This design comes from an exercise in tuning for small area, a short achievable clock period and few clock cycles on the open sky130 flow, not from production work.
Where RTL was checked, it was by simulation tests only, not by an equivalence proof against the original.
The clock port is modelled as an ideal driver, which makes a skipped or thinned clock tree look cheaper than it is; a real chip needs a root buffer or a tree.
Power and IR drop assume default switching activity.

==> flow/design.v <==
`timescale 1ns / 1ps
module day3_part2_top( clk, rst, rom_addr, rom_data, sum, done );
    input clk;
    input rst;
    output [13:0] rom_addr;
    input [7:0] rom_data;
    output [31:0] sum;
    output done;
    reg        rst_q;       
    reg [13:0] addr;
    reg [6:0]  hi;          
    reg [7:0]  lo;          
    reg        pz;          
    reg        l1, l2, l3;  
    reg [52:1] seen1;
    reg [52:1] seen2;
    reg        keep1a;      
    reg        keep1b;      
    reg        keep2a;      
    reg        keep2b;      
    reg [5:0]  badge;
    reg        add;         
    reg [5:0]  sum_lo;
    reg        carry;
    reg [11:0] sum_hi;
    reg        fin;         
    reg        int_done;
    wire zero = hi[0] & lo[0];
    wire eol = zero & ~pz;                        
    wire last = eol & l3;                         
    wire [52:1] keep1 = {{26{keep1b}}, {26{keep1a}}};
    wire [52:1] keep2 = {{26{keep2b}}, {26{keep2a}}};
    reg [52:1] hit;
    integer i;
    always @(*)
        for (i = 1; i <= 52; i = i + 1)
            hit[i] = hi[i / 8] & lo[i % 8];
    reg [5:0] enc;
    always @(*) begin
        enc = 6'd0;
        for (i = 1; i <= 52; i = i + 1)
            if (seen1[i]) enc = enc | i[5:0];
    end
    assign rom_addr = addr;
    assign sum = {14'd0, sum_hi, sum_lo};
    assign done = int_done;
    always @(posedge clk) begin
        rst_q <= rst;
        addr <= rst_q ? 14'd0 : addr + 14'd1;
        for (i = 0; i < 7; i = i + 1)
            hi[i] <= (rom_data[5:3] == i);
        for (i = 0; i < 8; i = i + 1)
            lo[i] <= (rom_data[2:0] == i);
        pz <= zero;
        l1 <= ~rst_q & ((~l1 & ~l2 & ~l3) | (l1 & ~eol) | last);
        l2 <= ~rst_q & ((l2 & ~eol) | (l1 & eol));
        l3 <= ~rst_q & ((l3 & ~eol) | (l2 & eol));
        keep1a <= ~rst_q & ~(eol & (l2 | l3));
        keep1b <= ~rst_q & ~(eol & l2) & ~last;
        keep2a <= ~rst_q & ~last;
        keep2b <= ~rst_q & ~(eol & (l1 | l3));
        seen1 <= (seen1 & keep1) | (hit & ({52{l1}} | ({52{l3}} & seen2)));
        seen2 <= (seen2 & keep2) | (hit & {52{l2}} & seen1);
        badge <= enc;
        add <= ~rst_q & last & ~int_done;
        if (rst_q) begin
            sum_lo <= 6'd0;
            carry <= 1'b0;
            sum_hi <= 12'd0;
        end else begin
            if (add)
                {carry, sum_lo} <= {1'b0, sum_lo} + {1'b0, badge};
            else
                carry <= 1'b0;
            sum_hi <= sum_hi + {11'd0, carry};
        end
        fin <= ~rst_q & zero & pz & l1;
        int_done <= ~rst & ~rst_q & (int_done | fin);
    end
endmodule
Settings: LEC_CHECK=0, ABC_CLOCK_PERIOD_IN_PS=1550, CAP_MARGIN=20, CORE_MARGIN=2, CORE_UTILIZATION=40, SETUP_SLACK_MARGIN=2.38, SLEW_MARGIN=20; clock period 4.0 ns.
standard.sh (not shown) runs the stock make flow with config.mk's settings and CLKGATE_MAP_FILE= SYNTH_SCRIPT=/design/flow/synth_recipe.tcl, a recipe that flattens the netlist after the stock synthesis.
==> flow/flow/run.sh <==
#!/bin/bash
# The standard layout, except that the clock tree is built by
# flow/mycts.tcl (run as ORFS's PRE_CTS_TCL hook, which then skips
# clock_tree_synthesis): the clock port drives one root clkbuf per column of
# leaf clkbufs, each leaf drives one equal-count grid cluster of flip-flops.
set -euo pipefail
export PRE_CTS_TCL=$PWD/flow/mycts.tcl
export MYCTS_COLS=4
export MYCTS_ROWS=2
export MYCTS_ROOT=sky130_fd_sc_hd__clkbuf_16
export MYCTS_LEAF=sky130_fd_sc_hd__clkbuf_16
export MYCTS_OUTBUF=sky130_fd_sc_hd__buf_2
export SETUP_MOVE_SEQUENCE=unbuffer,sizeup,swap
bash standard.sh > standard.log 2>&1
Other scripts of this flow, unchanged in this note and not shown: flow/flow/mycts.tcl
Then changed:
--- a/flow/design.v
+++ b/flow/design.v
@@ -17,16 +17,19 @@
     reg        keep1a;      
     reg        keep1b;      
     reg        keep2a;      
     reg        keep2b;      
     reg [5:0]  badge;
     reg        add;         
+    reg        add2;        
+    reg        c3;
     reg [5:0]  sum_lo;
     reg        carry;
     reg [11:0] sum_hi;
     reg        fin;         
+    reg        fin2;
     reg        int_done;
     wire zero = hi[0] & lo[0];
     wire eol = zero & ~pz;                        
     wire last = eol & l3;                         
     wire [52:1] keep1 = {{26{keep1b}}, {26{keep1a}}};
     wire [52:1] keep2 = {{26{keep2b}}, {26{keep2a}}};
@@ -60,21 +63,26 @@
         keep2a <= ~rst_q & ~last;
         keep2b <= ~rst_q & ~(eol & (l1 | l3));
         seen1 <= (seen1 & keep1) | (hit & ({52{l1}} | ({52{l3}} & seen2)));
         seen2 <= (seen2 & keep2) | (hit & {52{l2}} & seen1);
         badge <= enc;
         add <= ~rst_q & last & ~int_done;
+        add2 <= ~rst_q & add;
         if (rst_q) begin
             sum_lo <= 6'd0;
+            c3 <= 1'b0;
             carry <= 1'b0;
             sum_hi <= 12'd0;
         end else begin
             if (add)
-                {carry, sum_lo} <= {1'b0, sum_lo} + {1'b0, badge};
+                {c3, sum_lo[2:0]} <= {1'b0, sum_lo[2:0]} + {1'b0, badge[2:0]};
+            if (add2)
+                {carry, sum_lo[5:3]} <= {1'b0, sum_lo[5:3]} + {1'b0, badge[5:3]} + {3'd0, c3};
             else
                 carry <= 1'b0;
             sum_hi <= sum_hi + {11'd0, carry};
         end
         fin <= ~rst_q & zero & pz & l1;
-        int_done <= ~rst & ~rst_q & (int_done | fin);
+        fin2 <= ~rst_q & fin;
+        int_done <= ~rst & ~rst_q & (int_done | fin2);
     end
 endmodule
Worst setup slack improved by 0.047 ns.
Wire length came out lower by 1.8%.
Sequential power came out higher by about 2%.
Fmax came out higher by 2.9%.
Combinational power stays flat.
First-iteration DRC count came out lower by 6.8%.
Clock skew came out lower by 0.0067 ns.
Die area came out higher by 0.80%.
Clock power hardly moves.
Global-route usage came out lower by 0.54 points.
Final area came out higher by 1.0%.
Testbench counts after the change, summed over its fixed seeds: cycles 164,595.
Function not checked in the first run of this note: the RTL went through the layout flow alone. In every run of this note, the design's own scripts or RTL, not TritonCTS, make the clock network.

afterwards: timing with drivers on the ports:
Ports are ideal in the flow. The routed layouts listed here were re-timed in OpenROAD.
Step 1 sets driving cells, clkbuf_16 on the clock port and buf_2 on the other inputs (assumed; they add their load-dependent delay and slew).
Step 2 times the ports against the registers' clock, not the clock port: input delays grow and output delays shrink by t, the midpoint of the rising clock arrivals with the driver on.
Slacks: ideal / step 1 / step 2; pairs: ideal / step 1.
run | t (ns) | setup slack, ns | worst setup path at the end | worst data-port slew with drivers (ns)
the first run | 0.359 | 2.337 / 2.334 / 2.237 | input to register | 0.04
the second run | 0.358 | 2.384 / 2.304 / 2.170 | input to register | 0.03
After both steps setup and hold are still met in every run listed. For the second run, which loses most, drivers alone change the setup slack by -0.080 ns; drivers and shift together by -0.214 ns.
